From an optimization exercise on the open Yosys and OpenROAD flow, aimed at small area and a short achievable clock period; shortcuts taken in it are not production practice.
Function was checked by simulation only, so behaviour that the tests miss may differ from the original.
Power is estimated from default activity; no workload was simulated.

==> flow/design.v (excerpt) <==
module float_add(clk, rst, i_cip, i_vstart, i_vector_length, i_sj, i_sk,
                 i_v0, i_v1, i_v2, i_v3, i_v4, i_v5, i_v6, i_v7,
                 o_busy, o_result, err);
    input  wire        clk;
    input  wire        rst;
    input  wire [15:0] i_cip;
    input  wire        i_vstart;
    input  wire [6:0]  i_vector_length;
    input  wire [63:0] i_sj;
    input  wire [63:0] i_sk;
    input  wire [63:0] i_v0;
    input  wire [63:0] i_v1;
    input  wire [63:0] i_v2;
    input  wire [63:0] i_v3;
    input  wire [63:0] i_v4;
    input  wire [63:0] i_v5;
    input  wire [63:0] i_v6;
    input  wire [63:0] i_v7;
    output reg  [63:0] o_result;
    output wire        o_busy;
    output wire        err;
    reg [6:0] reservation_time;
    reg [2:0] cur_j, cur_k;
    reg       busy_q;
    wire [6:0] rt_next = rst ? 7'h7f :
                         i_vstart ? i_vector_length :
                         (reservation_time != 7'h7f) ? reservation_time - 7'd1 :
                         reservation_time;
    always @(posedge clk) begin
        reservation_time <= rt_next;
        busy_q <= ~rt_next[6] | (rt_next[5:0] == 6'd0);
        if (i_vstart) begin
            cur_j <= i_cip[5:3];
            cur_k <= i_cip[2:0];
        end
    end
    assign o_busy = busy_q;
    wire scalar = &reservation_time;
    reg [63:0] vj, vk;
    always @* begin
        case (cur_j)
            3'd0: vj = i_v0;  3'd1: vj = i_v1;  3'd2: vj = i_v2;  3'd3: vj = i_v3;
            3'd4: vj = i_v4;  3'd5: vj = i_v5;  3'd6: vj = i_v6;  default: vj = i_v7;
        endcase
        case (cur_k)
            3'd0: vk = i_v0;  3'd1: vk = i_v1;  3'd2: vk = i_v2;  3'd3: vk = i_v3;
            3'd4: vk = i_v4;  3'd5: vk = i_v5;  3'd6: vk = i_v6;  default: vk = i_v7;
        endcase
    end
    wire [63:0] a = scalar ? i_sj : vj;
  ...
export LEC_CHECK = 0
export CAP_MARGIN = 20
export CORE_MARGIN = 2
export CORE_UTILIZATION = 60
export SETUP_SLACK_MARGIN = 3.6
export SLEW_MARGIN = 20
create_clock -name core_clock -period 6.0 [get_ports {clk}]
standard.sh (not shown) runs the stock make flow with config.mk's settings and CLKGATE_MAP_FILE= SYNTH_SCRIPT=/design/flow/synth_recipe.tcl, a recipe that flattens the netlist after the stock synthesis.
==> flow/flow/run.sh <==
#!/bin/bash
set -euo pipefail
export BUFFER_PORTS_ARGS="-buffer_cell sky130_fd_sc_hd__buf_1"
bash standard.sh > standard.log 2>&1
The starting point failed in 5_1_grt (GRT-0232).
==> next run, changes <==
==> flow/run.sh (new file) <==
#!/bin/bash
# synth_recipe.tcl (not shown) runs the flow's synth.tcl, then flattens the netlist and writes it again
# the make line also repeats each setting of config.mk as NAME=value (left out here)
make -C /OpenROAD-flow-scripts/flow DESIGN_CONFIG=/design/flow/config.mk WORK_HOME=/design/flow/orfs CLKGATE_MAP_FILE= SYNTH_SCRIPT=/design/flow/synth_recipe.tcl finish
- ABC_CLOCK_PERIOD_IN_PS: default -> 2000
- CORE_UTILIZATION: 60 -> 40
- SETUP_SLACK_MARGIN: 3.6 -> default
removed: flow/flow/run.sh
removed: flow/standard.sh
Result: This time the run completed without violations. Area after synthesis stays the same. Synthesized cell count is unchanged.
==> next run, changes <==
- ABC_CLOCK_PERIOD_IN_PS: 2000 -> default
- CORE_UTILIZATION: 40 -> 60
- SETUP_SLACK_MARGIN: default -> 3.6
This time the run died in 5_1_grt (GRT-0232).
Area after synthesis stays the same.
Synthesized cell count is unchanged.

========
Setup of indigo:
float_add, a different RTL version from the one above (not shown whole).
Size in the first run: ~4500 cells after synthesis, about 730 I/O pins, roughly 0.033 mm^2 of cells after synthesis.
==> flow/design.v (excerpt) <==
module float_add(clk, rst, i_cip, i_vstart, i_vector_length, i_sj, i_sk,
                 i_v0, i_v1, i_v2, i_v3, i_v4, i_v5, i_v6, i_v7,
                 o_busy, o_result, err);
Settings: LEC_CHECK=0, CAP_MARGIN=20, CORE_MARGIN=2, CORE_UTILIZATION=40, CTS_CLUSTER_DIAMETER=80, CTS_CLUSTER_SIZE=30, SETUP_SLACK_MARGIN=3.6, SLEW_MARGIN=20, SYNTH_HIERARCHICAL=1; clock period 6.0 ns.
==> flow/flow/run.sh <==
#!/bin/bash
# The standard layout (standard.sh: ORFS from synthesis to the final
# layout) with two changes:
#  - synthesis is the standard flow's own script (synth_recipe.tcl) except that Yosys's
#    abc pass runs delay-targeted ABC scripts from flow/ (see
#    flow/abc_proc.tcl) in place of ORFS's default ABC script, and that
#    ADDER_MAP_FILE is empty, so ORFS does not extract full and half
#    adder cells before abc and abc maps all the logic itself. Neither
#    touches the registers, so they are the standard synthesis's.
#  - the port buffers that ORFS inserts at placement are buf_1 cells.
#    Every input and output port still gets its own buffer.
# ORFS keeps each step's log in orfs/logs; make's output goes to
# standard.log here.
set -euo pipefail
here=$PWD
export BUFFER_PORTS_ARGS="-buffer_cell sky130_fd_sc_hd__buf_1"
export FLOW_ABC_DIR=$here/flow
export ADDER_MAP_FILE=
cat flow/abc_proc.tcl synth_recipe.tcl > flow_synth.tcl
sed "s#SYNTH_SCRIPT=[^ ]*#SYNTH_SCRIPT=$here/flow_synth.tcl#" standard.sh > flow_standard.sh
grep -q "SYNTH_SCRIPT=$here/flow_synth.tcl" flow_standard.sh
bash flow_standard.sh > standard.log 2>&1
==> flow/flow/abc_d1200.script <==
strash
dch -f
map -D 1200
topo
stime -c
buffer -c
upsize -c -D 1200
dnsize -c -D 1200
==> flow/flow/abc_d400.script <==
strash
dch -f
map -D 400
topo
stime -c
buffer -c
upsize -c -D 400
dnsize -c -D 400
==> flow/flow/abc_d500.script <==
strash
dch -f
map -D 500
topo
stime -c
buffer -c
upsize -c -D 500
dnsize -c -D 500
==> flow/flow/abc_proc.tcl <==
# abc as the standard flow's synthesis calls it, but with ABC scripts of our own, each
# a delay-targeted mapping (dch + map -D) carrying its own target, so no
# -D: the operand select with 400 ps, the exponent select and compare with 500 ps,
# then everything else with 1200 ps. abc maps only the combinational
# logic; the registers are left as the standard flow's synthesis made them.
proc abc {args} {
  set i [lsearch -exact $args -script]
  if {$i >= 0} { set args [lreplace $args $i [expr {$i + 1}]] }
  set j [lsearch -exact $args -D]
  if {$j >= 0} { set args [lreplace $args $j [expr {$j + 1}]] }
  set d $::env(FLOW_ABC_DIR)
  yosys abc -script $d/abc_d400.script {*}$args fadd_sel
  yosys abc -script $d/abc_d500.script {*}$args fadd_exp
  yosys abc -script $d/abc_d1200.script {*}$args
}
Changes in willow relative to indigo:
Settings: SETUP_SLACK_MARGIN: 3.6 -> 3.5; TNS_END_PERCENT: unset -> 60.
==> flow/flow/abc_d1100.script (new file) <==
strash
dch -f
map -D 1100
topo
stime -c
buffer -c
upsize -c -D 1100
dnsize -c -D 1100
--- a/flow/flow/abc_proc.tcl
+++ b/flow/flow/abc_proc.tcl
@@ -13 +13 @@
-  yosys abc -script $d/abc_d500.script {*}$args fadd_exp
+  yosys abc -script $d/abc_d1100.script {*}$args fadd_exp
Notes after the runs:
Taking indigo as the reference, in willow HPWL after detailed placement lost 1000 um, worst setup slack after layout lower.
The relative area of non-clock buffer cells in the final design reported for willow is smaller than that of indigo by 0.33 points.
The clock buffer count reported for willow is smaller than that of indigo by 2.
Per the comparison of willow with indigo, wire length on met3 shrank by about 9%; cell area after placement shrank by 2.2%; routed wire length shrank by 3700 um.
In the flow results for indigo and willow, the final critical path time including I/O delays and setup is smaller on indigo.
Summary: with indigo as the reference, maximum number of pins on one net before global-route repair in willow moved down by more than 10%.
Max post-route fraction of the period consumed by the critical path across indigo and willow: willow
Between willow and indigo, it is willow whose power dissipated in combinational cells is lower, by about 8%.
What amber does differently from willow at the input level:
Settings: TNS_END_PERCENT: 60 -> 30.
--- a/flow/flow/abc_proc.tcl
+++ b/flow/flow/abc_proc.tcl
@@ -13 +13 @@
-  yosys abc -script $d/abc_d1100.script {*}$args fadd_exp
+  yosys abc -script $d/abc_d500.script {*}$args fadd_exp
removed: flow/flow/abc_d1100.script
Results
Power: amber draws less than willow. Via count of amber exceeds that of willow by a few percent. Compared willow against amber; final area within noise.
Input-level comparison between zinc and amber:
Settings: a deleted TNS_END_PERCENT that had been 30.
==> flow/flow/abc_d1100.script (new file) <==
strash
dch -f
map -D 1100
topo
stime -c
buffer -c
upsize -c -D 1100
dnsize -c -D 1100
==> flow/flow/abc_d1500.script (new file) <==
strash
dch -f
map -D 1500
topo
stime -c
buffer -c
upsize -c -D 1500
dnsize -c -D 1500
--- a/flow/flow/abc_proc.tcl
+++ b/flow/flow/abc_proc.tcl
@@ -3,2 +3,2 @@
-# -D: the operand select with 400 ps, the exponent select and compare with 500 ps,
-# then everything else with 1200 ps. abc maps only the combinational
+# -D: the operand select with 400 ps, the exponent select and compare with
+# 1100 ps, then everything else with 1200 ps. abc maps only the combinational
@@ -13 +13,2 @@
-  yosys abc -script $d/abc_d500.script {*}$args fadd_exp
+  yosys abc -script $d/abc_d1100.script {*}$args fadd_exp
+  yosys abc -script $d/abc_d1500.script {*}$args fadd_add48 fadd_ones48 float_add_lz
removed: flow/flow/abc_d500.script
--- outcome ---
zinc vs amber: area of the multi-input gates down by a few percent
Cell count: zinc lower than amber
NOTE: time the worst path needs with I/O delays and setup in zinc falls short of that of amber
Measured against each other, zinc and amber differ in clock latency of the later-clocked register in the worst-skew pair, the lower figure coming from zinc.
On overall routing resource usage, the lower figure sits with zinc, not amber.
Taking amber as the reference point, the count of inserted tapcells of zinc falls by 20.
Sort zinc and amber by relative contribution of the clock network to total power, ascending, and zinc comes first.
On zinc: internal cell power is about 3.6% higher than what amber gave.
Looking only at relative area of clock buffers and inverters in the final design, and setting everything else aside, the lower value of zinc and amber goes to zinc.

separate check: timing with driven ports:
No port has a modelled driver above. Below, the same layouts with a new extraction and two added sets of constraints.
Step 1, drivers: a clkbuf_16 drives clk and a buf_2 each remaining input, both assumed.
Step 2, shift: input delay + t, output delay - t, t = (earliest + latest rising clock arrival at the registers) / 2. This alone moves slack from input paths to output paths.
Slacks: ideal / step 1 / step 2; pairs: ideal / step 1.
| run | t, ns | slack for setup (ns) | worst slew at a driven data input, ns |
|---|---|---|---|
| the second run of note 1 | 0.680 | 1.058 / 1.058 / 0.527 | 0.30 |
| indigo | 0.711 | 3.475 / 3.398 / 2.892 | 0.29 |
| willow | 0.702 | 3.460 / 3.380 / 2.848 | 0.29 |
| amber | 0.706 | 3.439 / 3.362 / 2.871 | 0.29 |
| zinc | 0.689 | 3.488 / 3.414 / 2.809 | 0.27 |
After both steps every run listed still meets setup and hold. For zinc, which loses most, drivers alone change the setup slack by -0.074 ns; drivers and shift together by -0.679 ns.
